Source: an optimization exercise on an open RTL-to-GDS flow (aim: a short achievable clock period and few clock cycles). Production flows keep margins and buffers that such runs may drop. Only simulation tests tie the RTL to the original design; equivalence was not proved. Power figures rest on the tool's default switching activity, not on a simulated workload.

==> flow/design.v, too long to show whole: its modules and the start of the top module <==
// module register_file: 32 lines
// module mul_pipe: 1193 lines
// module cpu: 171 lines
module cpu(clk, reset, imem_addr, imem_data, dmem_addr, dmem_we, dmem_wdata, dmem_rdata, over);
  // ...
==> flow/run.sh <==
#!/bin/bash
# synth_recipe.tcl (not shown) runs the flow's synth.tcl, then flattens the netlist and writes it again
# the make line also repeats each setting of config.mk as NAME=value (left out here)
make -C /OpenROAD-flow-scripts/flow DESIGN_CONFIG=/design/flow/config.mk WORK_HOME=/design/flow/orfs CLKGATE_MAP_FILE= SYNTH_SCRIPT=/design/flow/synth_recipe.tcl finish
==> flow/config.mk <==
export PLATFORM = sky130hd
export DESIGN_NAME = cpu
export DESIGN_NICKNAME = cpu
export VERILOG_FILES = /design/flow/design.v
export SDC_FILE = /design/flow/constraint.sdc
export NUM_CORES = 4
export LEC_CHECK = 0
export CAP_MARGIN = 20
export CORE_MARGIN = 2
export CORE_UTILIZATION = 40
export SLEW_MARGIN = 20
==> flow/constraint.sdc <==
create_clock -name core_clock -period 10.5 [get_ports {clk}]
set_input_delay 2.1000 -clock core_clock [delete_from_list [all_inputs] [get_ports {clk}]]
set_output_delay 2.1000 -clock core_clock [all_outputs]
set_load 0.01 [all_outputs]
==> results.toml, run 1 <==
[layout]
final_cell_mix = "1,069 x edfxtp_1, 1,003 x and2_1, 961 x mux4_2"
multi_input_comb_area_um2 = 51750
n_antenna_cell = 15
finalNonFillerCells = 10880
largest_reg_flops = 1024
fin_util_pct = 44.52
seq_area_um2 = 42630

[place]
io_buffers = 127
dp_hpwl_um = 242700

[floorplanning]
num_tap_cells = 3220
die_w_um = 500.4

[clock_tree]
clk_path_buf_depth = 3
clock_latency_ps = 880

[logic_synthesis]
synth_top_family_by_area = "multiplexers"
yosys.cell_types.count = 82
ys_warn_count = 3

[run_status]
status = "finished clean"

[sta]
finalMaxSlewViolations = 0
hold_viol = 0

[route]
initialDrtViolationCount = 9354
via_count = 66680

[worst_setup_path]
arrival_ps = 6590
slowest_stage = "dfxtp_4"
reg2reg_to = "resM[30]"
path_cells = "o21a_2 -> buf_4 -> ha_1 -> and4_1 -> and4_1 -> and3_1 -> a21oi_1 -> xnor2_1 -> ha_1 -> and3_1 -> nand3_1 -> a211oi_1 -> o21ai_1 -> o21ai_1 -> mux2_1 -> a211oi_1"
critPathLaunch = "bM_E"
r2r-start = "bM_E"
crit_cells = 16

[worst_hold_path]
hold_depth = 0
hold_path.class = "register to register"

[global_routing]
grt_max_degree = 141

[pwr]
swShare_pct = 44.13
Testbench counts, summed over its fixed seeds: cycles 25,767.
==> module register_file, before the edit <==
module register_file(clk, reset, ra1, rd1, ra2, rd2, ra3, rd3, we, waddr, wdata);
  input clk, reset, we;
  input [4:0] ra1, ra2, ra3, waddr;
  input [31:0] wdata;
  output [31:0] rd1, rd2, rd3;
  reg [31:0] R [1:31];
  integer i;
  always @(posedge clk) begin
    if (reset) begin
      for (i = 1; i <= 31; i = i + 1)
        R[i] <= 32'b0;
    end else if (we && waddr != 5'd0) begin
      R[waddr] <= wdata;
    end
  end
  reg [31:0] rd1, rd2, rd3;
  always @(*) begin
    if (ra1 == 5'd0) rd1 = 32'b0;
    else if (we && waddr == ra1) rd1 = wdata;
    else rd1 = R[ra1];
  end
  always @(*) begin
    if (ra2 == 5'd0) rd2 = 32'b0;
    else if (we && waddr == ra2) rd2 = wdata;
    else rd2 = R[ra2];
  end
  always @(*) begin
    if (ra3 == 5'd0) rd3 = 32'b0;
    else if (we && waddr == ra3) rd3 = wdata;
    else rd3 = R[ra3];
  end
endmodule
==> module cpu, before the edit <==
module cpu(clk, reset, imem_addr, imem_data, dmem_addr, dmem_we, dmem_wdata, dmem_rdata, over);
  input clk, reset;
  output [11:0] imem_addr;
  input [31:0] imem_data;
  output [15:0] dmem_addr;
  output dmem_we;
  output [31:0] dmem_wdata;
  input [31:0] dmem_rdata;
  output over;
  reg over;
  localparam OP_NOP = 4'b0000, OP_ADD = 4'b0001, OP_SUB = 4'b0010, OP_MUL = 4'b0011,
             OP_ADDI = 4'b0100, OP_SUBI = 4'b0101, OP_MULI = 4'b0110, OP_SLLI = 4'b0111,
             OP_LD = 4'b1000, OP_ST = 4'b1001, OP_JMP = 4'b1010, OP_BZ = 4'b1011,
             OP_BGTZ = 4'b1100, OP_BLTZ = 4'b1101, OP_BGEZ = 4'b1110, OP_HALT = 4'b1111;
  reg  [11:0] pc;           
  reg         vD;
  reg  [31:0] ir;
  reg  [11:0] pcD;
  reg         predD;        
  reg         vE;
  reg         wrE, ldE, stE, mulE, brE, subE, shE;
  reg  [3:0]  opE;
  reg  [4:0]  rdE;
  reg  [31:0] aE, bE, sE;   
  reg         aM_E, aW_E, bM_E, bW_E, sM_E, sW_E;   
  reg         predE;
  reg  [11:0] altE;         
  reg         wrM, ldM, mulM;
  reg  [4:0]  rdM;
  reg  [31:0] resM;
  reg  [15:0] daddrM;
  reg         weM;
  reg  [31:0] wdataM;
  reg         wrW;
  reg  [4:0]  rdW;
  reg  [31:0] resW;
  wire [31:0] a = aM_E ? resM : (aW_E ? resW : aE);
  wire [31:0] b = bM_E ? resM : (bW_E ? resW : bE);
  wire [31:0] s = sM_E ? resM : (sW_E ? resW : sE);
  wire [31:0] sum = a + b;
  wire [31:0] dif = a - b;
  wire [31:0] shl = a << b[3:0];
  wire [31:0] aluE = shE ? shl : (subE ? dif : sum);
  wire s_zero = (s == 32'd0);
  wire s_neg = s[31];
  reg  takenE;
  always @(*) begin
    case (opE[1:0])
      2'b11: takenE = s_zero;              
      2'b00: takenE = !s_neg && !s_zero;   
      2'b01: takenE = s_neg;               
      default: takenE = !s_neg;            
    endcase
  end
  wire redir = vE && brE && (takenE != predE);
  wire [31:0] mulres;
  mul_pipe mul(.clk(clk), .a(a), .b(b), .y(mulres));
  wire [3:0] op = ir[31:28];
  wire [4:0] f_rd = ir[27:23];
  wire [4:0] f_rs = ir[22:18];
  wire [4:0] f_rt = ir[17:13];
  wire [31:0] immD = {{14{ir[17]}}, ir[17:0]};
  wire isR  = (op == OP_ADD) || (op == OP_SUB) || (op == OP_MUL);
  wire isI  = (op >= OP_ADDI) && (op <= OP_LD);
  wire isST = (op == OP_ST);
  wire isBR = (op >= OP_BZ) && (op <= OP_BGEZ);
  wire isHALT = (op == OP_HALT);
  wire useA = isR || isI || isST;
  wire useB = isR;
  wire useS = isST || isBR;
  wire wrD  = (isR || isI) && (f_rd != 5'd0);
  wire [31:0] rf1, rf2, rf3;
  register_file regs(.clk(clk), .reset(reset),
                     .ra1(f_rs), .rd1(rf1), .ra2(f_rt), .rd2(rf2), .ra3(f_rd), .rd3(rf3),
                     .we(wrW), .waddr(rdW), .wdata(resW));
  wire aE_hit = useA && vE && wrE && (rdE == f_rs);
  wire bE_hit = useB && vE && wrE && (rdE == f_rt);
  wire sE_hit = useS && vE && wrE && (rdE == f_rd);
  wire aM_hit = useA && wrM && (rdM == f_rs);
  wire bM_hit = useB && wrM && (rdM == f_rt);
  wire sM_hit = useS && wrM && (rdM == f_rd);
  wire slowE = ldE || mulE;    
  wire hazard = (aE_hit || bE_hit || sE_hit) && slowE;
  wire stallD = vD && (hazard || isHALT);
  wire issue = vD && !stallD && !redir;
  wire [3:0] fop = imem_data[31:28];
  wire [11:0] ftgt = imem_data[13:2];
  wire f_jmp = (fop == OP_JMP);
  wire f_br = (fop >= OP_BZ) && (fop <= OP_BGEZ);
  wire f_r0 = (imem_data[27:23] == 5'd0);
  wire f_back = (ftgt <= pc);
  wire f_pred = f_jmp || (f_br && (f_r0 ? (fop == OP_BZ || fop == OP_BGEZ) : f_back));
  always @(posedge clk) begin
    if (reset)
      pc <= 12'd0;
    else if (redir)
      pc <= altE;
    else if (!stallD)
      pc <= f_pred ? ftgt : pc + 12'd1;
  end
  always @(posedge clk) begin
    if (reset || redir)
      vD <= 1'b0;
    else if (!stallD)
      vD <= 1'b1;
    if (!stallD) begin
      ir <= imem_data;
      pcD <= pc;
      predD <= f_pred;
    end
  end
  always @(posedge clk) begin
    if (reset)
      vE <= 1'b0;
    else
      vE <= issue && (isR || isI || isST || isBR);
    wrE  <= wrD;
    ldE  <= (op == OP_LD);
    stE  <= isST;
    mulE <= (op == OP_MUL) || (op == OP_MULI);
    brE  <= isBR;
    subE <= (op == OP_SUB) || (op == OP_SUBI);
    shE  <= (op == OP_SLLI);
    opE  <= op;
    rdE  <= f_rd;
    aE   <= rf1;
    bE   <= isR ? rf2 : immD;
    sE   <= rf3;
    aM_E <= aE_hit;
    aW_E <= !aE_hit && aM_hit;
    bM_E <= bE_hit;
    bW_E <= !bE_hit && bM_hit;
    sM_E <= sE_hit;
    sW_E <= !sE_hit && sM_hit;
    predE <= predD;
    altE <= predD ? pcD + 12'd1 : ir[13:2];
  end
  always @(posedge clk) begin
    if (reset) begin
      wrM <= 1'b0;
      weM <= 1'b0;
    end else begin
      wrM <= vE && wrE;
      weM <= vE && stE;
    end
    ldM <= ldE;
    mulM <= mulE;
    rdM <= rdE;
    resM <= aluE;
    daddrM <= aluE[17:2];
    wdataM <= s;
  end
  assign dmem_addr = daddrM;
  assign dmem_we = weM;
  assign dmem_wdata = wdataM;
  always @(posedge clk) begin
    if (reset)
      wrW <= 1'b0;
    else
      wrW <= wrM;
    rdW <= rdM;
    resW <= ldM ? dmem_rdata : (mulM ? mulres : resM);
  end
  always @(posedge clk) begin
    if (reset)
      over <= 1'b0;
    else if (vD && isHALT && !vE)
      over <= 1'b1;
  end
  assign imem_addr = pc;
endmodule
==> run 2: changes to the inputs <==
--- a/flow/design.v
+++ b/flow/design.v
@@ -1,44 +1,37 @@
-module register_file(clk, reset, ra1, rd1, ra2, rd2, ra3, rd3, we, waddr, wdata);
-  input clk, reset, we;
+module register_file(clk, reset, ra1, rd1, ra2, rd2, ra3, rd3, z3, we, waddr, wdata, wzero);
+  input clk, reset, we, wzero;
   input [4:0] ra1, ra2, ra3, waddr;
   input [31:0] wdata;
   output [31:0] rd1, rd2, rd3;
+  output z3;
   reg [31:0] R [1:31];
+  reg Z [1:31];
   integer i;
   always @(posedge clk) begin
     if (reset) begin
-      for (i = 1; i <= 31; i = i + 1)
+      for (i = 1; i <= 31; i = i + 1) begin
         R[i] <= 32'b0;
+        Z[i] <= 1'b1;
+      end
     end else if (we && waddr != 5'd0) begin
       R[waddr] <= wdata;
+      Z[waddr] <= wzero;
     end
   end
-  reg [31:0] rd1, rd2, rd3;
-  always @(*) begin
-    if (ra1 == 5'd0) rd1 = 32'b0;
-    else if (we && waddr == ra1) rd1 = wdata;
-    else rd1 = R[ra1];
-  end
-  always @(*) begin
-    if (ra2 == 5'd0) rd2 = 32'b0;
-    else if (we && waddr == ra2) rd2 = wdata;
-    else rd2 = R[ra2];
-  end
-  always @(*) begin
-    if (ra3 == 5'd0) rd3 = 32'b0;
-    else if (we && waddr == ra3) rd3 = wdata;
-    else rd3 = R[ra3];
-  end
+  assign rd1 = (ra1 == 5'd0) ? 32'b0 : R[ra1];
+  assign rd2 = (ra2 == 5'd0) ? 32'b0 : R[ra2];
+  assign rd3 = (ra3 == 5'd0) ? 32'b0 : R[ra3];
+  assign z3 = (ra3 == 5'd0) ? 1'b1 : Z[ra3];
 endmodule
-module mul_pipe(clk, a, b, y);
+module mul_pipe(clk, a, b, ra, rb);
   input clk;
   input [31:0] a, b;
-  output [31:0] y;
+  output [31:0] ra, rb;
   wire m1_s0 = (a[28] & b[0]) ^ (a[27] & b[1]);
   wire m1_c0 = (a[28] & b[0]) & (a[27] & b[1]);
   wire m1_s1 = (a[29] & b[0]) ^ (a[28] & b[1]) ^ (a[27] & b[2]);
   wire m1_c1 = ((a[29] & b[0]) & (a[28] & b[1])) | ((a[29] & b[0]) & (a[27] & b[2])) | ((a[28] & b[1]) & (a[27] & b[2]));
   wire m1_s2 = (a[26] & b[3]) ^ (a[25] & b[4]);
   wire m1_c2 = (a[26] & b[3]) & (a[25] & b[4]);
   wire m1_s3 = (a[30] & b[0]) ^ (a[29] & b[1]) ^ (a[28] & b[2]);
   wire m1_c3 = ((a[30] & b[0]) & (a[29] & b[1])) | ((a[30] & b[0]) & (a[28] & b[2])) | ((a[29] & b[1]) & (a[28] & b[2]));
@@ -1214,19 +1207,18 @@
   wire m2_s461 = m2_s431 ^ m2_c397 ^ m2_c430;
   wire m2_c461 = (m2_s431 & m2_c397) | (m2_s431 & m2_c430) | (m2_c397 & m2_c430);
   wire m2_s462 = m2_s432 ^ m2_c399 ^ m2_c431;
   wire m2_c462 = (m2_s432 & m2_c399) | (m2_s432 & m2_c431) | (m2_c399 & m2_c431);
   wire m2_s463 = m2_s433 ^ m2_c401 ^ m2_c432;
   wire m2_c463 = (m2_s433 & m2_c401) | (m2_s433 & m2_c432) | (m2_c401 & m2_c432);
   wire m2_s464 = m2_s434 ^ m2_c403 ^ m2_c433;
   wire m2_c464 = (m2_s434 & m2_c403) | (m2_s434 & m2_c433) | (m2_c403 & m2_c433);
-  wire [31:0] ra = {m2_s464, m2_s463, m2_s462, m2_s461, m2_s460, m2_s459, m2_s458, m2_s457, m2_s456, m2_s455, m2_s454, m2_s453, m2_s452, m2_s451, m2_s450, m2_s449, m2_s448, m2_s447, m2_s446, m2_s445, m2_s444, m2_s443, m2_s442, m2_s441, m2_s440, m2_s439, m2_s438, m2_s437, m2_s436, m2_s435, q[1], q[0]};
-  wire [31:0] rb = {m2_c463, m2_c462, m2_c461, m2_c460, m2_c459, m2_c458, m2_c457, m2_c456, m2_c455, m2_c454, m2_c453, m2_c452, m2_c451, m2_c450, m2_c449, m2_c448, m2_c447, m2_c446, m2_c445, m2_c444, m2_c443, m2_c442, m2_c441, m2_c440, m2_c439, m2_c438, m2_c437, m2_c436, m2_c435, q[5], q[2], 1'b0};
-  assign y = ra + rb;
+  assign ra = {m2_s464, m2_s463, m2_s462, m2_s461, m2_s460, m2_s459, m2_s458, m2_s457, m2_s456, m2_s455, m2_s454, m2_s453, m2_s452, m2_s451, m2_s450, m2_s449, m2_s448, m2_s447, m2_s446, m2_s445, m2_s444, m2_s443, m2_s442, m2_s441, m2_s440, m2_s439, m2_s438, m2_s437, m2_s436, m2_s435, q[1], q[0]};
+  assign rb = {m2_c463, m2_c462, m2_c461, m2_c460, m2_c459, m2_c458, m2_c457, m2_c456, m2_c455, m2_c454, m2_c453, m2_c452, m2_c451, m2_c450, m2_c449, m2_c448, m2_c447, m2_c446, m2_c445, m2_c444, m2_c443, m2_c442, m2_c441, m2_c440, m2_c439, m2_c438, m2_c437, m2_c436, m2_c435, q[5], q[2], 1'b0};
 endmodule
 module cpu(clk, reset, imem_addr, imem_data, dmem_addr, dmem_we, dmem_wdata, dmem_rdata, over);
   input clk, reset;
   output [11:0] imem_addr;
   input [31:0] imem_data;
   output [15:0] dmem_addr;
   output dmem_we;
   output [31:0] dmem_wdata;
@@ -1237,159 +1229,188 @@
              OP_ADDI = 4'b0100, OP_SUBI = 4'b0101, OP_MULI = 4'b0110, OP_SLLI = 4'b0111,
              OP_LD = 4'b1000, OP_ST = 4'b1001, OP_JMP = 4'b1010, OP_BZ = 4'b1011,
              OP_BGTZ = 4'b1100, OP_BLTZ = 4'b1101, OP_BGEZ = 4'b1110, OP_HALT = 4'b1111;
   reg  [11:0] pc;           
   reg         vD;
   reg  [31:0] ir;
   reg  [11:0] pcD;
   reg         predD;        
+  reg         hEa, hEb, hEs, hMa, hMb, hMs, hWa, hWb, hWs;
   reg         vE;
-  reg         wrE, ldE, stE, mulE, brE, subE, shE;
-  reg  [3:0]  opE;
+  reg         wrE, ldE, stE, mulE, subE, shE;
   reg  [4:0]  rdE;
   reg  [31:0] aE, bE, sE;   
-  reg         aM_E, aW_E, bM_E, bW_E, sM_E, sW_E;   
-  reg         predE;
-  reg  [11:0] altE;         
+  reg  [31:0] maE, mbE;     
   reg         wrM, ldM, mulM;
   reg  [4:0]  rdM;
   reg  [31:0] resM;
   reg  [15:0] daddrM;
   reg         weM;
   reg  [31:0] wdataM;
-  reg         wrW;
+  reg         wrW, mulW;
   reg  [4:0]  rdW;
-  reg  [31:0] resW;
-  wire [31:0] a = aM_E ? resM : (aW_E ? resW : aE);
-  wire [31:0] b = bM_E ? resM : (bW_E ? resW : bE);
-  wire [31:0] s = sM_E ? resM : (sW_E ? resW : sE);
-  wire [31:0] sum = a + b;
-  wire [31:0] dif = a - b;
-  wire [31:0] shl = a << b[3:0];
+  reg  [31:0] raW, rbW;     
+  reg  [31:0] valW;         
+  reg         zW;           
+  wire [31:0] sum = aE + bE;
+  wire [31:0] dif = aE - bE;
+  wire [31:0] shl = aE << bE[3:0];
   wire [31:0] aluE = shE ? shl : (subE ? dif : sum);
-  wire s_zero = (s == 32'd0);
-  wire s_neg = s[31];
-  reg  takenE;
-  always @(*) begin
-    case (opE[1:0])
-      2'b11: takenE = s_zero;              
-      2'b00: takenE = !s_neg && !s_zero;   
-      2'b01: takenE = s_neg;               
-      default: takenE = !s_neg;            
-    endcase
-  end
-  wire redir = vE && brE && (takenE != predE);
-  wire [31:0] mulres;
-  mul_pipe mul(.clk(clk), .a(a), .b(b), .y(mulres));
+  wire [31:0] mra, mrb;
+  mul_pipe mul(.clk(clk), .a(maE), .b(mbE), .ra(mra), .rb(mrb));
+  wire [31:0] resMx = ldM ? dmem_rdata : resM;    
+  wire [31:0] resW = raW + rbW;
+  wire zresW = ~|(raW ^ rbW ^ {raW[30:0] | rbW[30:0], 1'b0});
   wire [3:0] op = ir[31:28];
   wire [4:0] f_rd = ir[27:23];
   wire [4:0] f_rs = ir[22:18];
   wire [4:0] f_rt = ir[17:13];
   wire [31:0] immD = {{14{ir[17]}}, ir[17:0]};
   wire isR  = (op == OP_ADD) || (op == OP_SUB) || (op == OP_MUL);
   wire isI  = (op >= OP_ADDI) && (op <= OP_LD);
   wire isST = (op == OP_ST);
   wire isBR = (op >= OP_BZ) && (op <= OP_BGEZ);
+  wire isMUL = (op == OP_MUL) || (op == OP_MULI);
   wire isHALT = (op == OP_HALT);
   wire useA = isR || isI || isST;
   wire useB = isR;
   wire useS = isST || isBR;
   wire wrD  = (isR || isI) && (f_rd != 5'd0);
-  wire [31:0] rf1, rf2, rf3;
+  wire [31:0] rr1, rr2, rr3;
+  wire rrz3;
   register_file regs(.clk(clk), .reset(reset),
-                     .ra1(f_rs), .rd1(rf1), .ra2(f_rt), .rd2(rf2), .ra3(f_rd), .rd3(rf3),
-                     .we(wrW), .waddr(rdW), .wdata(resW));
-  wire aE_hit = useA && vE && wrE && (rdE == f_rs);
-  wire bE_hit = useB && vE && wrE && (rdE == f_rt);
-  wire sE_hit = useS && vE && wrE && (rdE == f_rd);
-  wire aM_hit = useA && wrM && (rdM == f_rs);
-  wire bM_hit = useB && wrM && (rdM == f_rt);
-  wire sM_hit = useS && wrM && (rdM == f_rd);
+                     .ra1(f_rs), .rd1(rr1), .ra2(f_rt), .rd2(rr2), .ra3(f_rd), .rd3(rr3), .z3(rrz3),
+                     .we(wrW), .waddr(rdW), .wdata(resW), .wzero(zresW));
+  wire aE_hit = useA && hEa;
+  wire bE_hit = useB && hEb;
+  wire sE_hit = useS && hEs;
+  wire aM_hit = useA && hMa;
+  wire bM_hit = useB && hMb;
+  wire sM_hit = useS && hMs;
+  wire sW_hit = hWs;
   wire slowE = ldE || mulE;    
-  wire hazard = (aE_hit || bE_hit || sE_hit) && slowE;
-  wire stallD = vD && (hazard || isHALT);
-  wire issue = vD && !stallD && !redir;
+  wire hazard = ((aE_hit || bE_hit || sE_hit) && slowE) ||
+                ((aM_hit || bM_hit || sM_hit) && mulM);
+  wire [31:0] rf1 = hWa ? resW : rr1;
+  wire [31:0] rf2 = hWb ? resW : rr2;
+  wire [31:0] rf3 = hWs ? resW : rr3;
+  wire ezero_add = ~|(aE ^ bE ^ {aE[30:0] | bE[30:0], 1'b0});
+  wire ezero_sub = (aE == bE);
+  wire ezE = subE ? ezero_sub : ezero_add;
+  wire enE = subE ? dif[31] : sum[31];
+  wire addE = !ldE && !mulE && !shE;    
+  wire availD = sE_hit ? addE : (sM_hit ? !(ldM || mulM) : !(sW_hit && mulW));
+  wire zD = sE_hit ? ezE : (sM_hit ? (resM == 32'd0) : (sW_hit ? zW : rrz3));
+  wire nD = sE_hit ? enE : (sM_hit ? resM[31] : (sW_hit ? valW[31] : rr3[31]));
+  reg  takenD;
+  always @(*) begin
+    case (op[1:0])
+      2'b11: takenD = zD;              
+      2'b00: takenD = !nD && !zD;      
+      2'b01: takenD = nD;              
+      default: takenD = !nD;           
+    endcase
+  end
+  wire stallD = vD && (hazard || isHALT || (isBR && !availD));
+  wire issue = vD && !stallD;
+  wire redirD = vD && isBR && availD && (takenD != predD);
+  wire [11:0] altD = predD ? pcD + 12'd1 : ir[13:2];
   wire [3:0] fop = imem_data[31:28];
   wire [11:0] ftgt = imem_data[13:2];
   wire f_jmp = (fop == OP_JMP);
   wire f_br = (fop >= OP_BZ) && (fop <= OP_BGEZ);
   wire f_r0 = (imem_data[27:23] == 5'd0);
   wire f_back = (ftgt <= pc);
   wire f_pred = f_jmp || (f_br && (f_r0 ? (fop == OP_BZ || fop == OP_BGEZ) : f_back));
+  wire [11:0] pc_nr = stallD ? pc : (f_pred ? ftgt : pc + 12'd1);
   always @(posedge clk) begin
     if (reset)
       pc <= 12'd0;
-    else if (redir)
-      pc <= altE;
-    else if (!stallD)
-      pc <= f_pred ? ftgt : pc + 12'd1;
+    else
+      pc <= redirD ? altD : pc_nr;
   end
   always @(posedge clk) begin
-    if (reset || redir)
+    if (reset || redirD)
       vD <= 1'b0;
     else if (!stallD)
       vD <= 1'b1;
     if (!stallD) begin
       ir <= imem_data;
       pcD <= pc;
       predD <= f_pred;
     end
   end
+  wire [4:0] n_rs = stallD ? f_rs : imem_data[22:18];
+  wire [4:0] n_rt = stallD ? f_rt : imem_data[17:13];
+  wire [4:0] n_rd = stallD ? f_rd : imem_data[27:23];
+  wire wrEn = issue && wrD;        
+  wire wrMn = vE && wrE;           
+  always @(posedge clk) begin
+    hEa <= wrEn && (f_rd == imem_data[22:18]);
+    hEb <= wrEn && (f_rd == imem_data[17:13]);
+    hEs <= wrEn && (f_rd == imem_data[27:23]);
+    hMa <= wrMn && (rdE == n_rs);
+    hMb <= wrMn && (rdE == n_rt);
+    hMs <= wrMn && (rdE == n_rd);
+    hWa <= wrM && (rdM == n_rs);
+    hWb <= wrM && (rdM == n_rt);
+    hWs <= wrM && (rdM == n_rd);
+  end
+  wire [31:0] a_next = aE_hit ? aluE : (aM_hit ? resMx : rf1);
+  wire [31:0] b_next = bE_hit ? aluE : (bM_hit ? resMx : rf2);
   always @(posedge clk) begin
     if (reset)
       vE <= 1'b0;
     else
-      vE <= issue && (isR || isI || isST || isBR);
+      vE <= issue && (isR || isI || isST);
     wrE  <= wrD;
     ldE  <= (op == OP_LD);
     stE  <= isST;
-    mulE <= (op == OP_MUL) || (op == OP_MULI);
-    brE  <= isBR;
+    mulE <= isMUL;
     subE <= (op == OP_SUB) || (op == OP_SUBI);
     shE  <= (op == OP_SLLI);
-    opE  <= op;
     rdE  <= f_rd;
-    aE   <= rf1;
-    bE   <= isR ? rf2 : immD;
-    sE   <= rf3;
-    aM_E <= aE_hit;
-    aW_E <= !aE_hit && aM_hit;
-    bM_E <= bE_hit;
-    bW_E <= !bE_hit && bM_hit;
-    sM_E <= sE_hit;
-    sW_E <= !sE_hit && sM_hit;
-    predE <= predD;
-    altE <= predD ? pcD + 12'd1 : ir[13:2];
+    aE   <= a_next;
+    bE   <= isR ? b_next : immD;
+    sE   <= sE_hit ? aluE : (sM_hit ? resMx : rf3);
+    if (issue && isMUL) begin
+      maE <= a_next;
+      mbE <= isR ? b_next : immD;
+    end
   end
   always @(posedge clk) begin
     if (reset) begin
       wrM <= 1'b0;
       weM <= 1'b0;
     end else begin
       wrM <= vE && wrE;
       weM <= vE && stE;
     end
     ldM <= ldE;
     mulM <= mulE;
     rdM <= rdE;
     resM <= aluE;
     daddrM <= aluE[17:2];
-    wdataM <= s;
+    wdataM <= sE;
   end
   assign dmem_addr = daddrM;
   assign dmem_we = weM;
   assign dmem_wdata = wdataM;
   always @(posedge clk) begin
     if (reset)
       wrW <= 1'b0;
     else
       wrW <= wrM;
     rdW <= rdM;
-    resW <= ldM ? dmem_rdata : (mulM ? mulres : resM);
+    mulW <= mulM;
+    raW <= mulM ? mra : resMx;
+    rbW <= mulM ? mrb : 32'd0;
+    valW <= resMx;
+    zW <= (resMx == 32'd0);
   end
   always @(posedge clk) begin
     if (reset)
       over <= 1'b0;
     else if (vD && isHALT && !vE)
       over <= 1'b1;
   end
   assign imem_addr = pc;
==> flow/flow/run.sh (new file) <==
#!/bin/bash
# Own flow: the standard synthesis unchanged, then the standard ORFS layout.
# From clock tree synthesis on, timing repair is given a larger setup-slack
# margin, so that it keeps working towards a shorter period than the 10.5 ns
# the constraints ask for. Constraints, clock tree and all else are standard.
set -o pipefail
MARGIN=7.5
bash standard.sh synth > synth.log 2>&1 || exit 1
bash standard.sh place > place.log 2>&1 || exit 1
bash standard.sh SETUP_SLACK_MARGIN=$MARGIN finish > finish.log 2>&1 || exit 1
==> flow/standard.sh (new file) <==
#!/bin/bash
# synth_recipe.tcl (not shown) runs the flow's synth.tcl, then flattens the netlist and writes it again
# the make line also repeats each setting of config.mk as NAME=value (left out here)
make -C /OpenROAD-flow-scripts/flow DESIGN_CONFIG=/design/flow/config.mk WORK_HOME=/design/flow/orfs CLKGATE_MAP_FILE= SYNTH_SCRIPT=/design/flow/synth_recipe.tcl "${@:-finish}"
==> flow/config.mk (replaced) <==
export PLATFORM = sky130hd
export DESIGN_NAME = cpu
export DESIGN_NICKNAME = cpu
export VERILOG_FILES = /design/flow/design.v
export SDC_FILE = /design/flow/constraint.sdc
export NUM_CORES = 4
export LEC_CHECK = 0
export ABC_CLOCK_PERIOD_IN_PS = 3000
export CAP_MARGIN = 20
export CORE_MARGIN = 2
export CORE_UTILIZATION = 40
export SLEW_MARGIN = 20
removed: flow/run.sh
==> run 2 against run 1 <==
First-iteration DRC count grew 50%; via count up 22%; synthesized cell count is 6.7% higher; routed wire length is 27% higher; count of clock-buffer cells in the layout increased by 16; hold slack worse by 60 ps; setup slack better by 1500 ps; combinational power hardly changed; clock skew rose by 11 ps; core utilization increased by 7.8 points; critical path type unchanged; largest power group unchanged; highest routed layer unchanged.
==> results.toml, run 2 <==
[worst_setup_path]
critPathKind = "register to register"
r2r-start = "bE[3]"
path_max_fanout = 4
critPathLaunch = "bE[3]"
required_ps = 11280
crit_path_start_kind = "register"
crit_path_end_kind = "register"
arrival_ps = 5050

[layout]
layout.nets = 9467
largest_reg_flops = 1024
reg_top3 = "regs.R (1024), mul.q (252)"
final_common_cell = "edfxtp_1"
top_register = "regs.R"
drive_above_1_share_pct = 37.85
final_cell_mix = "1,134 x edfxtp_1, 990 x mux4_2, 895 x nor2_1"
fillers = 20940
area_growth_pct = 30.20

[logic_synthesis]
yosysSeqAreaShare_pct = 44.14
syn-cell-area_um2 = 103200
yosys.cell_types.count = 94
yosys-top-cells-area = "edfxtp_1 33%, mux4_2 22%, dfxtp_1 11%, fa_1 7.9%, nor2_1 4.3%"
yosys.area.top_type = "edfxtp_1"
yosysMostFrequentCell = "nor2_1"
synthFlopType = "edfxtp_1"
synth-edff-count = 1134
ys_warn_count = 3
synth_common_cells = "1,171 x nor2_1, 1,134 x edfxtp_1, 990 x mux4_2, 679 x inv_1, 574 x dfxtp_1"
synth_top_area_share_pct = 33.01
async_flop_share_pct = 0
ys_ff_latch = 1708
avgSynthCellArea_um2 = 12.67
syn_inst = 8140

[place]
gp_congestion = 0.9594
io_buffers = 127
dp_hpwl_um = 257400

[pwr]
clkPwrFrac_pct = 23.4
power_density_nw_per_um2 = 225.1
p_switching_w = 0.01229
swShare_pct = 40.63
power.total_w = 0.03024
peakVddDrop_mv = 0.2444
pwr-share-comb_pct = 48.8
leakage_nw = 51.51
internal_power_w = 0.01795
seq_power_share_pct = 27.9

[clock_tree]
root_buffer = "clkbuf_16"
hold_buffers = 0
cts_buffers = 192
clk_path_buf_depth = 3
cts_tree = "done"
h-tree-depth = 4
path_clk_slew_ps = 60
numClockSinks = 1708
clock_latency_ps = 880

[run_status]
status = "finished clean"

[route]
drc_errors = 0
dr.pass1.iters = 6
vias_per_cell = 6.573
initialDrtViolationCount = 14060
totalWireLength_um = 466800
wl_met3_um = 74440
wl_per_cell_um = 37.70
wl_met2_um = 198200
ant_nets = 0
wl_met1_um = 155400
top_layer_used = "met5"
via_count = 81380

[global_routing]
grt_antenna_before_repair = 39
gr-total-overflow = 0
grt_first_pass_wirelength_um = 624200
grt_pass1_vias = 78730
grt_max_degree = 64
grtUsageTotal_pct = 34.04

[sta]
finalSetupTns_ps = 0
worst_pin_slew_ps = 1370
fin_worst_skew_ps = 67.39
timing.fmax_mhz = 234.1
fin_crit_ps = 4272
finalCritPeriodShare_pct = 40.69
slew_headroom_pct = 8.513
finalMaxSlewViolations = 0
setup_viol = 0
rsz0062_at_grt = "yes"
hold_viol = 0

[floorplanning]
dieArea_um2 = 262000
start_util_pct = 40.19
die_w_um = 511.9
ioPinCount = 128
die_h_um = 511.9
rows = 186
core_um2 = 256700

[worst_hold_path]
min_from = "sE[9]"
hold_path.class = "register to register"

[flow_run]
max_cap_violations = 0
## run 2: cell type report
class	count	area (µm²)	area share, %
Antenna cell	33	82.58	0.06148
Multi-Input combinational cell	5125	59550	44.33
Timing Repair Buffer	1083	15540	11.57
Inverter	683	2601	1.936
Tap cell	3384	4234	3.152
Sequential cell	1708	45800	34.10
Timing Repair inverter	2	10.01	0.007452
Clock inverter	108	1202	0.8951
Clock buffer	255	5309	3.952
## run 2: per-stage QoR
stage	instances	setup WS (ps)	area, µm²	hold WS (ps)	util [%]
after floorplan	8172	5595	103300	309.6	-
after global placement	11190	4619	108100	311.0	42.12
after detailed placement	11190	4531	108200	312.1	42.14
after CTS	12140	6125	128700	324.7	50.13
after global routing	12360	6139	134300	329.0	52.31
final	12380	6228	134300	325.4	52.33
## run 2: path summary, 6_finish.rpt
check,endpoint,slack [ps],cells after the start
worst min register to register,wdataM[9],330,0
worst min-delay path,wdataM[9],330,0
worst max-delay path,pc[7],6230,17
worst max register to register,pc[7],6230,17
## run 2: worst max-delay path: stages (launching register included)
cell,delay [ps]
dfxtp_4,360
buf_12,110
clkinvlp_4,130
ha_4,310
buf_4,110
o211ai_1,80
o21a_1,230
a211o_4,370
a2111oi_4,450
o211ai_1,150
a31o_2,240
a21oi_4,170
mux2i_4,320
nand4b_1,200
a31o_4,290
a21oi_4,150
buf_6,150
mux2_2,330
## run 2: power groups by stage
stage | registers [W] | logic [W] | clock network (W)
2_1_floorplan | 0.00818 | 0.00458 | 0
3_5_place_dp | 0.00851 | 0.00797 | 0
6_report | 0.00843 | 0.0147 | 0.00707
3_3_place_gp | 0.00848 | 0.00797 | 0
4_1_cts | 0.00837 | 0.0122 | 0.00707
5_1_grt | 0.00845 | 0.0149 | 0.00732
## run 2: metal layers
metal / GRT usage, % / vias up
li1: - / 30820
met2: 49.32 / 7607
met3: 13.81 / 1897
met4: 23.01 / 20
met1: 41.57 / 41030
met5: 0 / -
## run 2: timing repair
action                                  4_1_cts  5_1_grt
endpoints found under the setup margin     2431     1464
gates resized for setup                    1812      825
pin swaps                                   261      350
cloned                                      154       42
setup buffers                               427      169
## run 2: logic make-up (layout without fill, tap and decap cells)
logic type | Yosys count | count (layout) | synth area share (%)
XOR/XNOR | 236 | 237 | 2.003
adder cells (fa/ha/maj) | 606 | 606 | 10.33
multiplexers | 1211 | 1211 | 23.82
AND/OR/NAND/NOR | 2252 | 2281 | 9.721
AO/OA/AOI/OAI | 755 | 757 | 4.779
other | 1 | 66 | 0.003635
buffers and inverters | 1371 | 2131 | 5.201
flip-flops | 1708 | 1708 | 44.14
Testbench counts of run 2, summed over its fixed seeds: cycles 25,001.
==> run 3: changes to the inputs <==
--- a/flow/design.v
+++ b/flow/design.v
@@ -24,4 +24,62 @@
   assign z3 = (ra3 == 5'd0) ? 1'b1 : Z[ra3];
 endmodule
+module sign_add(a, b, cin, s);
+  input [31:0] a, b;
+  input cin;
+  output s;
+  wire [31:0] g0, t0;
+  assign g0 = {1'b0, a[30:1] & b[30:1], (a[0] & b[0]) | ((a[0] | b[0]) & cin)};
+  assign t0 = {1'b1, a[30:1] | b[30:1], 1'b0};
+  wire [15:0] g1, t1;
+  wire [7:0] g2, t2;
+  wire [3:0] g3, t3;
+  wire [1:0] g4, t4;
+  genvar i;
+  generate
+    for (i = 0; i < 16; i = i + 1) begin : l1
+      assign g1[i] = g0[2*i+1] | (t0[2*i+1] & g0[2*i]);
+      assign t1[i] = t0[2*i+1] & t0[2*i];
+    end
+    for (i = 0; i < 8; i = i + 1) begin : l2
+      assign g2[i] = g1[2*i+1] | (t1[2*i+1] & g1[2*i]);
+      assign t2[i] = t1[2*i+1] & t1[2*i];
+    end
+    for (i = 0; i < 4; i = i + 1) begin : l3
+      assign g3[i] = g2[2*i+1] | (t2[2*i+1] & g2[2*i]);
+      assign t3[i] = t2[2*i+1] & t2[2*i];
+    end
+    for (i = 0; i < 2; i = i + 1) begin : l4
+      assign g4[i] = g3[2*i+1] | (t3[2*i+1] & g3[2*i]);
+      assign t4[i] = t3[2*i+1] & t3[2*i];
+    end
+  endgenerate
+  wire c31 = g4[1] | (t4[1] & g4[0]);
+  assign s = a[31] ^ b[31] ^ c31;
+endmodule
+module le12(a, b, le);
+  input [11:0] a, b;
+  output le;
+  wire [15:0] g0 = {4'b0, a & ~b};    
+  wire [15:0] l0 = {4'b0, ~a & b};    
+  wire [7:0] g1, l1;
+  wire [3:0] g2, l2;
+  wire [1:0] g3, l3;
+  genvar i;
+  generate
+    for (i = 0; i < 8; i = i + 1) begin : c1
+      assign g1[i] = g0[2*i+1] | (~l0[2*i+1] & g0[2*i]);
+      assign l1[i] = l0[2*i+1] | (~g0[2*i+1] & l0[2*i]);
+    end
+    for (i = 0; i < 4; i = i + 1) begin : c2
+      assign g2[i] = g1[2*i+1] | (~l1[2*i+1] & g1[2*i]);
+      assign l2[i] = l1[2*i+1] | (~g1[2*i+1] & l1[2*i]);
+    end
+    for (i = 0; i < 2; i = i + 1) begin : c3
+      assign g3[i] = g2[2*i+1] | (~l2[2*i+1] & g2[2*i]);
+      assign l3[i] = l2[2*i+1] | (~g2[2*i+1] & l2[2*i]);
+    end
+  endgenerate
+  assign le = !(g3[1] | (~l3[1] & g3[0]));
+endmodule
 module mul_pipe(clk, a, b, ra, rb);
   input clk;
@@ -1238,7 +1296,9 @@
   reg         vE;
   reg         wrE, ldE, stE, mulE, subE, shE;
+  reg         eSum, eDif, eShl;   
   reg  [4:0]  rdE;
   reg  [31:0] aE, bE, sE;   
   reg  [31:0] maE, mbE;     
+  reg  [31:0] fa, fb;       
   reg         wrM, ldM, mulM;
   reg  [4:0]  rdM;
@@ -1255,5 +1315,5 @@
   wire [31:0] dif = aE - bE;
   wire [31:0] shl = aE << bE[3:0];
-  wire [31:0] aluE = shE ? shl : (subE ? dif : sum);
+  wire [31:0] aluE = ({32{eSum}} & sum) | ({32{eDif}} & dif) | ({32{eShl}} & shl);
   wire [31:0] mra, mrb;
   mul_pipe mul(.clk(clk), .a(maE), .b(mbE), .ra(mra), .rb(mrb));
@@ -1294,8 +1354,11 @@
   wire [31:0] rf2 = hWb ? resW : rr2;
   wire [31:0] rf3 = hWs ? resW : rr3;
-  wire ezero_add = ~|(aE ^ bE ^ {aE[30:0] | bE[30:0], 1'b0});
-  wire ezero_sub = (aE == bE);
+  wire ezero_add = ~|(fa ^ fb ^ {fa[30:0] | fb[30:0], 1'b0});
+  wire ezero_sub = (fa == fb);
   wire ezE = subE ? ezero_sub : ezero_add;
-  wire enE = subE ? dif[31] : sum[31];
+  wire sgn_sum, sgn_dif;
+  sign_add sgs(.a(fa), .b(fb), .cin(1'b0), .s(sgn_sum));
+  sign_add sgd(.a(fa), .b(~fb), .cin(1'b1), .s(sgn_dif));
+  wire enE = subE ? sgn_dif : sgn_sum;
   wire addE = !ldE && !mulE && !shE;    
   wire availD = sE_hit ? addE : (sM_hit ? !(ldM || mulM) : !(sW_hit && mulW));
@@ -1320,12 +1383,17 @@
   wire f_br = (fop >= OP_BZ) && (fop <= OP_BGEZ);
   wire f_r0 = (imem_data[27:23] == 5'd0);
-  wire f_back = (ftgt <= pc);
+  wire f_back;              
+  le12 cmp(.a(ftgt), .b(pc), .le(f_back));
   wire f_pred = f_jmp || (f_br && (f_r0 ? (fop == OP_BZ || fop == OP_BGEZ) : f_back));
-  wire [11:0] pc_nr = stallD ? pc : (f_pred ? ftgt : pc + 12'd1);
+  wire [11:0] pc_seq = stallD ? pc : pc + 12'd1;
   always @(posedge clk) begin
     if (reset)
       pc <= 12'd0;
+    else if (redirD)
+      pc <= altD;
+    else if (f_pred && !stallD)
+      pc <= ftgt;
     else
-      pc <= redirD ? altD : pc_nr;
+      pc <= pc_seq;
   end
   always @(posedge clk) begin
@@ -1340,22 +1408,32 @@
     end
   end
-  wire [4:0] n_rs = stallD ? f_rs : imem_data[22:18];
-  wire [4:0] n_rt = stallD ? f_rt : imem_data[17:13];
-  wire [4:0] n_rd = stallD ? f_rd : imem_data[27:23];
   wire wrEn = issue && wrD;        
   wire wrMn = vE && wrE;           
+  wire [4:0] i_rs = imem_data[22:18];
+  wire [4:0] i_rt = imem_data[17:13];
+  wire [4:0] i_rd = imem_data[27:23];
   always @(posedge clk) begin
-    hEa <= wrEn && (f_rd == imem_data[22:18]);
-    hEb <= wrEn && (f_rd == imem_data[17:13]);
-    hEs <= wrEn && (f_rd == imem_data[27:23]);
-    hMa <= wrMn && (rdE == n_rs);
-    hMb <= wrMn && (rdE == n_rt);
-    hMs <= wrMn && (rdE == n_rd);
-    hWa <= wrM && (rdM == n_rs);
-    hWb <= wrM && (rdM == n_rt);
-    hWs <= wrM && (rdM == n_rd);
+    hEa <= wrEn && (f_rd == i_rs);
+    hEb <= wrEn && (f_rd == i_rt);
+    hEs <= wrEn && (f_rd == i_rd);
+    hMa <= wrMn && (stallD ? (rdE == f_rs) : (rdE == i_rs));
+    hMb <= wrMn && (stallD ? (rdE == f_rt) : (rdE == i_rt));
+    hMs <= wrMn && (stallD ? (rdE == f_rd) : (rdE == i_rd));
+    hWa <= wrM && (stallD ? (rdM == f_rs) : (rdM == i_rs));
+    hWb <= wrM && (stallD ? (rdM == f_rt) : (rdM == i_rt));
+    hWs <= wrM && (stallD ? (rdM == f_rd) : (rdM == i_rd));
   end
-  wire [31:0] a_next = aE_hit ? aluE : (aM_hit ? resMx : rf1);
-  wire [31:0] b_next = bE_hit ? aluE : (bM_hit ? resMx : rf2);
+  function [31:0] fwd;
+    input hitE, hitM, pSum, pDif, pShl;
+    input [31:0] vSum, vDif, vShl, vM, vRF;
+    begin
+      fwd = ({32{hitE && pSum}} & vSum) | ({32{hitE && pDif}} & vDif) |
+            ({32{hitE && pShl}} & vShl) | ({32{!hitE && hitM}} & vM) |
+            ({32{!hitE && !hitM}} & vRF);
+    end
+  endfunction
+  wire [31:0] a_next = fwd(aE_hit, aM_hit, eSum, eDif, eShl, sum, dif, shl, resMx, rf1);
+  wire [31:0] b_next = fwd(bE_hit, bM_hit, eSum, eDif, eShl, sum, dif, shl, resMx, rf2);
+  wire [31:0] s_next = fwd(sE_hit, sM_hit, eSum, eDif, eShl, sum, dif, shl, resMx, rf3);
   always @(posedge clk) begin
     if (reset)
@@ -1369,12 +1447,19 @@
     subE <= (op == OP_SUB) || (op == OP_SUBI);
     shE  <= (op == OP_SLLI);
+    eSum <= !(op == OP_SUB || op == OP_SUBI || op == OP_SLLI);
+    eDif <= (op == OP_SUB) || (op == OP_SUBI);
+    eShl <= (op == OP_SLLI);
     rdE  <= f_rd;
     aE   <= a_next;
     bE   <= isR ? b_next : immD;
-    sE   <= sE_hit ? aluE : (sM_hit ? resMx : rf3);
+    sE   <= s_next;
     if (issue && isMUL) begin
       maE <= a_next;
       mbE <= isR ? b_next : immD;
     end
+    if (issue && wrD) begin
+      fa <= a_next;
+      fb <= isR ? b_next : immD;
+    end
   end
   always @(posedge clk) begin
==> flow/flow/run.sh (replaced) <==
#!/bin/bash
# Own flow: the standard synthesis unchanged, then the standard ORFS layout
# with three changes to how it is optimised (constraints, clock tree and all
# else are the standard flow's):
#  - the port buffers are buf_6 cells instead of the default choice;
#  - sizing may change a cell's footprint (MATCH_CELL_FOOTPRINT=0);
#  - from clock tree synthesis on, timing repair is given a larger setup-slack
#    margin, so that it keeps working towards a shorter period than the
#    10.5 ns the constraints ask for.
# Each step's output goes to its own log here; ORFS keeps its logs in orfs/.
set -o pipefail
MARGIN=7
OPTS=(MATCH_CELL_FOOTPRINT=0 "BUFFER_PORTS_ARGS=-buffer_cell sky130_fd_sc_hd__buf_6")
bash standard.sh synth > synth.log 2>&1 || exit 1
bash standard.sh "${OPTS[@]}" place > place.log 2>&1 || exit 1
bash standard.sh "${OPTS[@]}" SETUP_SLACK_MARGIN=$MARGIN finish > finish.log 2>&1 || exit 1
--- a/flow/config.mk
+++ b/flow/config.mk
@@ -9,4 +9,4 @@
 export CAP_MARGIN = 20
 export CORE_MARGIN = 2
-export CORE_UTILIZATION = 40
+export CORE_UTILIZATION = 60
 export SLEW_MARGIN = 20
==> run 3 against run 2 <==
Hold slack improved by 3.3 ps; via count increased by 3.8%; setup slack improved by 500 ps; maximum frequency increased by 13%; critical path depth decreased by 4; clock skew decreased by 1.7 ps; largest cell class unchanged.
==> results.toml, run 3 <==
[sta]
finalCritPeriodShare_pct = 35.96
finalMaxSlewViolations = 0
fin_worst_skew_ps = 65.68
timing.fmax_mhz = 264.8
fin_crit_ps = 3776
rsz0062_at_grt = "yes"
hold_viol = 0
setup_viol = 0
worst_pin_slew_ps = 1262
worst_slack_ps = 6724
slew_headroom_pct = 15.86
finalSetupTns_ps = 0

[logic_synthesis]
async_flop_share_pct = 0
yosysSeqAreaShare_pct = 43.58
yosys.area.top_type = "edfxtp_1"
ys_warn_count = 3
synth_top_area_share_pct = 33.02
syn_inst = 8702
yosys.cell_types.count = 104
yosysMostFrequentCell = "edfxtp_1"
avgSynthCellArea_um2 = 12.52
synth_common_cells = "1,198 x edfxtp_1, 1,152 x nor2_1, 985 x mux4_2, 708 x inv_1, 575 x dfxtp_1"
ys_ff_latch = 1773
synthFlopType = "edfxtp_1"
syn-cell-area_um2 = 109000
synth-edff-count = 1198
yosys-top-cells-area = "edfxtp_1 33%, mux4_2 20%, dfxtp_1 11%, fa_1 7.5%, nor2_1 4.0%"

[floorplanning]
start_util_pct = 60.35
die_w_um = 430.1
core_um2 = 180500
die_h_um = 430.1
rows = 156
ioPinCount = 128
dieArea_um2 = 185000

[route]
totalWireLength_um = 457300
vias_per_cell = 7.310
initialDrtViolationCount = 14620
dr.pass1.iters = 9
via_count = 84460
wl_per_cell_um = 39.58
drc_errors = 0
ant_nets = 0

[clock_tree]
numClockSinks = 1773
root_buffer = "clkbuf_16"
cts_tree = "done"
h-tree-depth = 4
path_clk_slew_ps = 60
cts_buffers = 189
clk_path_buf_depth = 3
hold_buffers = 0
clock_latency_ps = 900

[place]
gp_congestion = 1.024
dp_hpwl_um = 288900
io_buffers = 127
dp_slack_ps = 4986

[worst_hold_path]
hold_path.class = "register to register"
min_from = "sE[18]"
hold_depth = 0
whs_endpoint = "wdataM[18]"

[pwr]
leakage_nw = 51.09
power_density_nw_per_um2 = 215.1
peakVddDrop_mv = 0.2587

[layout]
fin_util_pct = 71.84
final_cell_mix = "1,198 x edfxtp_1, 1,124 x nor2_1, 985 x mux4_2"
largest_reg_flops = 1024
top_register = "regs.R"
area_growth_pct = 19.04
final_common_cell = "edfxtp_1"
drive_above_1_share_pct = 31.23
layout.nets = 9763
reg_top3 = "regs.R (1024), mul.q (252)"

[worst_setup_path]
critPathKind = "register to register"
required_ps = 11040
path_max_fanout = 3
reg2reg_to = "maE[11]"
r2r_setup_slack_ps = 6720
r2r-start = "rbW[1]"
crit_path_start_kind = "register"
arrival_ps = 4320
reg2reg_depth = 13
crit_path_end_kind = "register"

[global_routing]
grt_antenna_before_repair = 42
grtUsageTotal_pct = 48.32
grt_max_degree = 73
grt_first_pass_wirelength_um = 619900
grt_pass1_vias = 81260
gr-total-overflow = 0

[run_status]
status = "finished clean"

[flow_run]
max_cap_violations = 0
-- run 3: cell types whose count changed in the layout (fill, tap and decap cells not counted), sizes merged, moves of 46 or more --
cell,before,now
buf,957,718
and3,32,119
nand2b,9,76
ha,197,277
mux2,43,89
edfxtp,1134,1198
-- run 3: cells by family (layout without fill, tap and decap cells) --
kind of cell | count (synthesis) | in the layout | share of synthesized area (%)
and+or+nand+nor | 2478 | 2497 | 10.53
DFF | 1773 | 1773 | 43.58
buffers and inverters | 1423 | 1843 | 5.220
muxes | 1232 | 1232 | 22.78
AOI/OAI and AO/OA | 891 | 891 | 5.425
adders and majority gates | 689 | 689 | 10.72
xor gates and xnor gates | 215 | 215 | 1.735
other | 1 | 44 | 0.003442
-- run 3: repair_timing --
item,CTS,global route
cloned,61,21
hold endpoints to repair,0,0
pin swaps,124,154
endpoints found under the setup margin,1741,858
resized for setup,861,354
setup buffers,217,173
-- run 3: how the worst max path moves through the flow --
stage                     startpoint            end  cells after the start
after floorplan                reset  regs.R[12][0]                      5
after global routing           bE[0]         fa[26]                     13
final                         rbW[1]        maE[11]                     13
after CTS                      bE[0]        maE[26]                     13
after global placement         reset  regs.R[5][26]                      7
after detailed placement       reset  regs.R[9][18]                      7
-- run 3: power breakdown --
| group | internal, W | switching (W) |
|---|---|---|
| Clock | 0.00392 | 0.00308 |
| Sequential | 0.00815 | 0.000671 |
| Combinational | 0.00441 | 0.00767 |
-- run 3: per-layer routing --
layer / track usage [%] / share of wire (%)
met3: 19.39 / 16
met5: 0.02602 / 0.051
met1: 57.93 / 32
met4: 36.25 / 10
met2: 70.37 / 42
-- run 3: area by class of cell --
type                       instances  area [µm²]
inverter                         710        2716
clock inverter                   108        1211
sequential                      1773       47700
tap                             2370        2965
antenna                           11       27.53
multi-input combinational       5557       60590
clock buffer                     245        5162
timing repair buffer             780        9329
fill                           11910       50840
-- run 3: critical path, stage by stage (launching register included) --
cell and delay [ps]:
dfxtp_2 330, ha_4 160, fa_2 370, a21o_1 200
nand3_2 90, a21o_1 170, and2_4 190, o21bai_1 70
a21o_1 210, xnor2_4 190, clkbuf_16 210, clkinvlp_4 140
a222oi_1 870, nor3_2 200
-- run 3: per-stage QoR --
stage	cell area, µm²	hold slack, ps	std cells	power [W]
2_1_floorplan	109100	309.6	8734	0.01351
3_3_place_gp	112500	312.7	10720	0.01745
3_5_place_dp	112600	312.1	10720	0.01752
4_1_cts	126000	329.6	11350	0.02605
5_1_grt	129700	334.6	11550	0.02829
6_report	129700	328.7	11550	0.02790
Testbench counts of run 3, summed over its fixed seeds: cycles 25,001.
==> run 4: changes to the inputs <==
--- a/flow/design.v
+++ b/flow/design.v
@@ -1,8 +1,9 @@
-module register_file(clk, reset, ra1, rd1, ra2, rd2, ra3, rd3, z3, we, waddr, wdata, wzero);
+module register_file(clk, reset, ra1, rd1, ra2, rd2, ra3, rd3, z3, ra4, z4, n4,
+                     we, waddr, wdata, wzero);
   input clk, reset, we, wzero;
-  input [4:0] ra1, ra2, ra3, waddr;
+  input [4:0] ra1, ra2, ra3, ra4, waddr;
   input [31:0] wdata;
   output [31:0] rd1, rd2, rd3;
-  output z3;
+  output z3, z4, n4;
   reg [31:0] R [1:31];
   reg Z [1:31];
@@ -23,4 +24,7 @@
   assign rd3 = (ra3 == 5'd0) ? 32'b0 : R[ra3];
   assign z3 = (ra3 == 5'd0) ? 1'b1 : Z[ra3];
+  assign z4 = (ra4 == 5'd0) ? 1'b1 : Z[ra4];
+  wire [31:0] r4 = R[ra4];
+  assign n4 = (ra4 == 5'd0) ? 1'b0 : r4[31];
 endmodule
 module sign_add(a, b, cin, s);
@@ -1294,4 +1298,5 @@
   reg         predD;        
   reg         hEa, hEb, hEs, hMa, hMb, hMs, hWa, hWb, hWs;
+  reg         zP, nP;
   reg         vE;
   reg         wrE, ldE, stE, mulE, subE, shE;
@@ -1337,7 +1342,8 @@
   wire wrD  = (isR || isI) && (f_rd != 5'd0);
   wire [31:0] rr1, rr2, rr3;
-  wire rrz3;
+  wire rrz3, rfz4, rfn4;
   register_file regs(.clk(clk), .reset(reset),
                      .ra1(f_rs), .rd1(rr1), .ra2(f_rt), .rd2(rr2), .ra3(f_rd), .rd3(rr3), .z3(rrz3),
+                     .ra4(imem_data[27:23]), .z4(rfz4), .n4(rfn4),
                      .we(wrW), .waddr(rdW), .wdata(resW), .wzero(zresW));
   wire aE_hit = useA && hEa;
@@ -1363,6 +1369,6 @@
   wire addE = !ldE && !mulE && !shE;    
   wire availD = sE_hit ? addE : (sM_hit ? !(ldM || mulM) : !(sW_hit && mulW));
-  wire zD = sE_hit ? ezE : (sM_hit ? (resM == 32'd0) : (sW_hit ? zW : rrz3));
-  wire nD = sE_hit ? enE : (sM_hit ? resM[31] : (sW_hit ? valW[31] : rr3[31]));
+  wire zD = sE_hit ? ezE : (sM_hit ? (resM == 32'd0) : (sW_hit ? zW : zP));
+  wire nD = sE_hit ? enE : (sM_hit ? resM[31] : (sW_hit ? valW[31] : nP));
   reg  takenD;
   always @(*) begin
@@ -1424,4 +1430,20 @@
     hWs <= wrM && (stallD ? (rdM == f_rd) : (rdM == i_rd));
   end
+  always @(posedge clk) begin
+    if (stallD) begin
+      if (wrW && rdW == f_rd) begin
+        zP <= zresW;
+        nP <= resW[31];
+      end
+    end else begin
+      if (wrW && rdW == i_rd) begin
+        zP <= zresW;
+        nP <= resW[31];
+      end else begin
+        zP <= rfz4;
+        nP <= rfn4;
+      end
+    end
+  end
   function [31:0] fwd;
     input hitE, hitM, pSum, pDif, pShl;
@@ -1458,5 +1480,8 @@
       mbE <= isR ? b_next : immD;
     end
-    if (issue && wrD) begin
+    if (reset) begin
+      fa <= 32'd0;
+      fb <= 32'd0;
+    end else begin
       fa <= a_next;
       fb <= isR ? b_next : immD;
==> run 4 against run 3 <==
Still clean on timing, DRC and antenna; final cell count increased by 1.6%; maximum frequency decreased by 5.8%; non-clock buffer count increased by 40; sequential power increased by 0.6%; core utilization increased by 1.1 points; register-to-register slack got worse by 230 ps; cell area increased by 1.6%; global-route usage increased by 4.1 points; synthesized cell count increased by 1.4%; clock power increased by 6.4%.
==> results.toml, run 4 <==
[run_status]
status = "finished clean"

[sta]
finalCritPeriodShare_pct = 38.19
finalSetupTns_ps = 0
whs_ps = 324.6
fin_worst_skew_ps = 65.32
timing.fmax_mhz = 249.4
fin_crit_ps = 4010
setup_viol = 0
hold_viol = 0
rsz0062_at_grt = "yes"
finalMaxSlewViolations = 0
slew_headroom_pct = 7.923
worst_pin_slew_ps = 1354

[layout]
reg_top3 = "regs.R (1024), mul.q (252)"
area_growth_pct = 20.63
drive_above_1_share_pct = 32.53
top_register = "regs.R"
layout.nets = 9928
largest_reg_flops = 1024
final_cell_mix = "1,136 x edfxtp_1, 1,110 x nor2_1, 1,010 x mux4_2"
final_common_cell = "edfxtp_1"
final_area_um2 = 131700

[global_routing]
grt_first_pass_wirelength_um = 666400
grt_pass1_vias = 84690
grtUsageTotal_pct = 52.42
gr-total-overflow = 0
grt_antenna_before_repair = 58
grt_max_degree = 63

[pwr]
seq_power_share_pct = 29.4
power_density_nw_per_um2 = 229.0
p_switching_w = 0.01272
clkPwrFrac_pct = 24.7
peakVddDrop_mv = 0.2759
power.total_w = 0.03017
swShare_pct = 42.15
internal_power_w = 0.01745
leakage_nw = 51.63
pwr-share-comb_pct = 45.9

[worst_hold_path]
hold_depth = 0
hold_path.class = "register to register"
whs_endpoint = "wdataM[9]"
min_from = "sE[9]"

[clock_tree]
clock_latency_ps = 910
cts_buffers = 194
clk_path_buf_depth = 3
root_buffer = "clkbuf_16"
h-tree-depth = 4
cts_tree = "done"
path_clk_slew_ps = 60
numClockSinks = 1775
hold_buffers = 0

[logic_synthesis]
avgSynthCellArea_um2 = 12.38
synth_common_cells = "1,185 x nor2_1, 1,136 x edfxtp_1, 1,010 x mux4_2, 688 x inv_1, 639 x dfxtp_1"
yosysMostFrequentCell = "nor2_1"
async_flop_share_pct = 0
yosys.area.top_type = "edfxtp_1"
yosys-top-cells-area = "edfxtp_1 31%, mux4_2 21%, dfxtp_1 12%, fa_1 7.5%, nor2_1 4.1%"
synthFlopType = "edfxtp_1"
ys_ff_latch = 1775
yosysSeqAreaShare_pct = 42.95
syn_inst = 8822
ys_warn_count = 3
syn-cell-area_um2 = 109200
synth-edff-count = 1136
yosys.cell_types.count = 95
synth_top_area_share_pct = 31.23

[worst_setup_path]
r2r_setup_slack_ps = 6490
reg2reg_to = "fb[9]"
reg2reg_depth = 9
path_max_fanout = 10
critPathKind = "register to register"
crit_path_start_kind = "register"
arrival_ps = 4740
required_ps = 11230
crit_path_end_kind = "register"

[route]
vias_per_cell = 7.606
wl_per_cell_um = 42.73
initialDrtViolationCount = 17370
via_count = 89310
dr.pass1.iters = 13
ant_nets = 0
drc_errors = 0
totalWireLength_um = 501700

[place]
dp_hpwl_um = 307800
io_buffers = 127
dpl_cell_area_um2 = 113000
gp_congestion = 1.087

[floorplanning]
ioPinCount = 128
die_w_um = 430.6
core_um2 = 180700
die_h_um = 430.6
start_util_pct = 60.42
dieArea_um2 = 185500
rows = 156

[flow_run]
max_cap_violations = 0
==> run 4: cell types whose count changed after synthesis, moves of 25 or more <==
cell      previous run  this run
nor2b_1             39        76
mux4_2             985      1010
xor2_1              68       101
edfxtp_1          1198      1136
nor2_1            1152      1185
dfxtp_1            575       639
clkbuf_1           503       553
==> run 4: area by class of cell <==
type                    instances  area (µm²)
fillers                     11680       48990
clock inverters               108        1305
clock buffers                 255        5479
well taps                    2370        2965
multi-input cells            5686       62060
flip-flops and latches       1775       47230
diodes                         29       72.57
repair buffers                820        9965
repair inverters                1       5.005
inverters                     698        2673
==> run 4: kinds of logic after synthesis <==
group | share of synthesized area, %
buf+inv | 5.116
compound gates | 5.625
mux | 22.79
xor+xnor | 1.949
fa+ha+maj | 10.70
flops | 42.95
other cells | 0.003434
simple gates | 10.87
==> run 4: power groups by stage <==
stage                     registers, W  clock network, W  logic, W
final                          0.00887           0.00745    0.0139
after global routing           0.00887           0.00765    0.0138
after CTS                      0.00879           0.00737    0.0116
after detailed placement       0.00893                 0   0.00922
after global placement         0.00891                 0   0.00920
after floorplan                0.00852                 0   0.00524
==> run 4: how the worst max path moves through the flow <==
stage	end	slack [ps]
after floorplan	regs.R[12][0]	6040
after global placement	regs.R[9][6]	4400
after detailed placement	regs.R[27][6]	4760
after CTS	mbE[27]	6740
after global routing	fb[9]	6680
final	fb[9]	6490
==> run 4: per-layer routing <==
metal | global-route usage (%) | vias up | part of all wire [%]
met1 | 59.65 | 43580 | 29
li1 | - | 32710 | -
met4 | 46.14 | 56 | 12
met5 | 0.3383 | - | 0.14
met2 | 74.25 | 9744 | 41
met3 | 24.19 | 3218 | 17
==> run 4: critical path, cell delays in order, from the launching register on <==
cell and delay, ps:
dfxtp_4 450, buf_4 270, buf_6 320, mux4_2 630, mux4_2 640, mux2i_2 690
o22ai_1 290, nand2_1 240, a21oi_2 160, nor2b_1 160
==> run 4: metrics by stage <==
step / setup WS [ps] / util [%] / std cells
final: 6490 / 72.89 / 11740
after global routing: 6675 / 72.87 / 11730
after CTS: 6737 / 70.15 / 11500
after detailed placement: 4764 / 62.52 / 10840
after global placement: 4396 / 62.42 / 10830
after floorplan: 6043 / - / 8854
==> run 4: timing repair <==
| item | 4_1_cts | 5_1_grt |
|---|---|---|
| resized for setup | 856 | 581 |
| setup endpoints to repair | 2148 | 1029 |
| gates cloned | 80 | 21 |
| pin swaps | 116 | 186 |
| setup buffers | 218 | 192 |
Testbench counts of run 4, summed over its fixed seeds: cycles 25,001.
==> run 5: changes to the inputs <==
--- a/flow/flow/run.sh
+++ b/flow/flow/run.sh
@@ -10,5 +10,5 @@
 # Each step's output goes to its own log here; ORFS keeps its logs in orfs/.
 set -o pipefail
-MARGIN=7
+MARGIN=7.3
 OPTS=(MATCH_CELL_FOOTPRINT=0 "BUFFER_PORTS_ARGS=-buffer_cell sky130_fd_sc_hd__buf_6")
 bash standard.sh synth > synth.log 2>&1 || exit 1
--- a/flow/config.mk
+++ b/flow/config.mk
@@ -9,4 +9,4 @@
 export CAP_MARGIN = 20
 export CORE_MARGIN = 2
-export CORE_UTILIZATION = 60
+export CORE_UTILIZATION = 50
 export SLEW_MARGIN = 20
==> run 5 against run 4 <==
Still clean on timing, DRC and antenna; register-to-register slack better by 190 ps; die area rose by 20%; sequential cell count unchanged; total power increased by 6.8%; via count fell by 0.59%; setup slack better by 190 ps; critical path depth fell by 1; combinational power is 15% higher; sequential share of layout area fell by 2.4 points; critical endpoint is now fa[27].
==> results.toml, run 5 <==
[global_routing]
gr-total-overflow = 0
grt_max_degree = 73
grt_pass1_vias = 84230
grt_first_pass_wirelength_um = 700000
grt_antenna_before_repair = 52
grtUsageTotal_pct = 46.01

[sta]
slew_headroom_pct = 5.331
setup_viol = 0
finalSetupTns_ps = 0
fin_crit_ps = 3817
whs_ps = 323.0
worst_pin_slew_ps = 1420
hold_viol = 0
finalCritPeriodShare_pct = 36.35
rsz0062_at_grt = "yes"
timing.fmax_mhz = 262.0
fin_worst_skew_ps = 55.81
worst_slack_ps = 6683
finalMaxSlewViolations = 0

[clock_tree]
path_clk_slew_ps = 60
clock_latency_ps = 930
h-tree-depth = 4
root_buffer = "clkbuf_16"
cts_buffers = 196
numClockSinks = 1775
cts_tree = "done"
clk_path_buf_depth = 3

[logic_synthesis]
synth_common_cells = "1,185 x nor2_1, 1,136 x edfxtp_1, 1,010 x mux4_2, 688 x inv_1, 639 x dfxtp_1"
synthFlopType = "edfxtp_1"
async_flop_share_pct = 0
ys_warn_count = 3
yosys.area.top_type = "edfxtp_1"
synth-edff-count = 1136
ys_ff_latch = 1775
yosys-top-cells-area = "edfxtp_1 31%, mux4_2 21%, dfxtp_1 12%, fa_1 7.5%, nor2_1 4.1%"
yosysMostFrequentCell = "nor2_1"
avgSynthCellArea_um2 = 12.38
synth_top_area_share_pct = 31.23
yosysSeqAreaShare_pct = 42.95
syn_inst = 8822
yosys.cell_types.count = 95
syn-cell-area_um2 = 109200

[route]
initialDrtViolationCount = 14820
dr.pass1.iters = 9
drc_errors = 0
totalWireLength_um = 526300
via_count = 88780
vias_per_cell = 7.047
ant_nets = 0
wl_per_cell_um = 41.78

[pwr]
power_density_nw_per_um2 = 227.8
peakVddDrop_mv = 0.2985
leakage_nw = 54.57

[floorplanning]
die_h_um = 471.4
dieArea_um2 = 222200
core_um2 = 217200
ioPinCount = 128
die_w_um = 471.4
start_util_pct = 50.29
rows = 171

[layout]
reg_top3 = "regs.R (1024), mul.q (252)"
final_cell_mix = "1,136 x edfxtp_1, 1,010 x mux4_2, 890 x nor2_1"
layout.nets = 10290
top_register = "regs.R"
area_growth_pct = 29.46
drive_above_1_share_pct = 39.47
final_common_cell = "edfxtp_1"
largest_reg_flops = 1024

[worst_setup_path]
crit_path_start_kind = "register"
r2r_setup_slack_ps = 6680
arrival_ps = 4570
critPathKind = "register to register"
required_ps = 11250
reg2reg_depth = 8
path_max_fanout = 19
crit_end = "fa[27]"
reg2reg_to = "fa[27]"
crit_path_end_kind = "register"

[run_status]
status = "finished clean"

[place]
dp_hpwl_um = 315700
io_buffers = 127
gp_congestion = 1.044
dp_slack_ps = 5010

[flow_run]
max_cap_violations = 0

[worst_hold_path]
hold_path.class = "register to register"
==> run 5: cell counts after synthesis <==
No cell type changed its count.
==> run 5: timing repair <==
| item | CTS | global route |
|---|---|---|
| gates cloned | 134 | 34 |
| pin swaps | 272 | 317 |
| gates resized for setup | 1612 | 872 |
| setup buffers | 493 | 202 |
| hold buffers | 0 | 0 |
| setup endpoints to repair | 2326 | 1679 |
==> run 5: worst min-delay path by stage <==
stage / endpoint / startpoint / cells after the start / slack, ps
CTS: wdataM[6] / sE[6] / 0 / 320
global placement: wdataM[20] / sE[20] / 0 / 310
detailed placement: wdataM[6] / sE[6] / 0 / 310
finish: wdataM[6] / sE[6] / 0 / 320
global route: wdataM[8] / sE[8] / 0 / 330
floorplan: wdataM[0] / sE[0] / 0 / 310
==> run 5: layer usage <==
metal / vias to the layer above / track usage [%] / routed length, µm
li1: 33550 / - / -
met1: 44910 / 56.58 / 174400
met2: 8088 / 65.70 / 220600
met3: 2211 / 19.01 / 82160
met4: 30 / 32.27 / 48440
met5: - / 0.6057 / 736
==> run 5: critical path, stage by stage (launching register included) <==
cell and delay (ps):
dfxtp_4 430, buf_16 180, clkbuf_16 270, mux4_2 530
mux4_2 610, mux2i_1 450, o221ai_1 470, a221o_2 540
nor2b_4 160
==> run 5: kinds of logic after synthesis <==
group | count (synthesis) | synth area share [%]
xor gates and xnor gates | 243 | 1.949
buffers and inverters | 1418 | 5.116
and+or+nand+nor | 2568 | 10.87
DFF | 1775 | 42.95
muxes | 1213 | 22.79
adders and majority gates | 689 | 10.70
AOI/OAI and AO/OA | 915 | 5.625
other | 1 | 0.003434
==> run 5: layout make-up <==
| class | count | area, µm² |
|---|---|---|
| fillers | 15730 | 75770 |
| multi-input cells | 5701 | 65370 |
| flip-flops and latches | 1775 | 47290 |
| repair buffers | 1161 | 15580 |
| clock buffers | 254 | 5475 |
| well taps | 2854 | 3571 |
| inverters | 698 | 2746 |
| clock inverters | 113 | 1246 |
| diodes | 40 | 100.1 |
| repair inverters | 2 | 16.27 |
==> run 5: report_power, final <==
part	switching (W)	internal (W)	total, W
clock network	0.00317	0.00416	0.00733
logic	0.00978	0.00625	0.0160
registers	0.000717	0.00813	0.00884
==> run 5: stage by stage <==
| stage | total power [W] | cell area [µm²] | instances | utilization (%) |
|---|---|---|---|---|
| after floorplan | 0.01376 | 109300 | 8854 | - |
| after global placement | 0.01806 | 113500 | 11320 | 52.27 |
| after detailed placement | 0.01810 | 113800 | 11330 | 52.41 |
| after CTS | 0.02944 | 135100 | 12320 | 62.21 |
| after global routing | 0.03256 | 141300 | 12570 | 65.08 |
| final | 0.03221 | 141400 | 12600 | 65.11 |

[separate check: timing with driven ports]
No port has a modelled driver above. Below, the same layouts with a new extraction and two added sets of constraints. Step 1: set_driving_cell puts a clkbuf_16 on clk and a buf_2 on each other input, an assumption about the parent block. Step 2 times the ports against the registers' clock, not the clock port: input delays grow and output delays shrink by t, the midpoint of the rising clock arrivals with the driver on. Three values: no drivers, after step 1, after step 2; two values: the first two.
| run | t (ns) | setup slack, ns |
|---|---|---|
| run 1 | 0.941 | 4.684 / 4.684 / 4.474 |
| run 2 | 0.949 | 6.228 / 6.228 / 5.780 |
| run 3 | 0.968 | 6.724 / 6.724 / 5.995 |
| run 4 | 0.978 | 6.490 / 6.490 / 5.848 |
| run 5 | 1.002 | 6.683 / 6.683 / 5.896 |
After both steps every run listed still meets setup and hold.
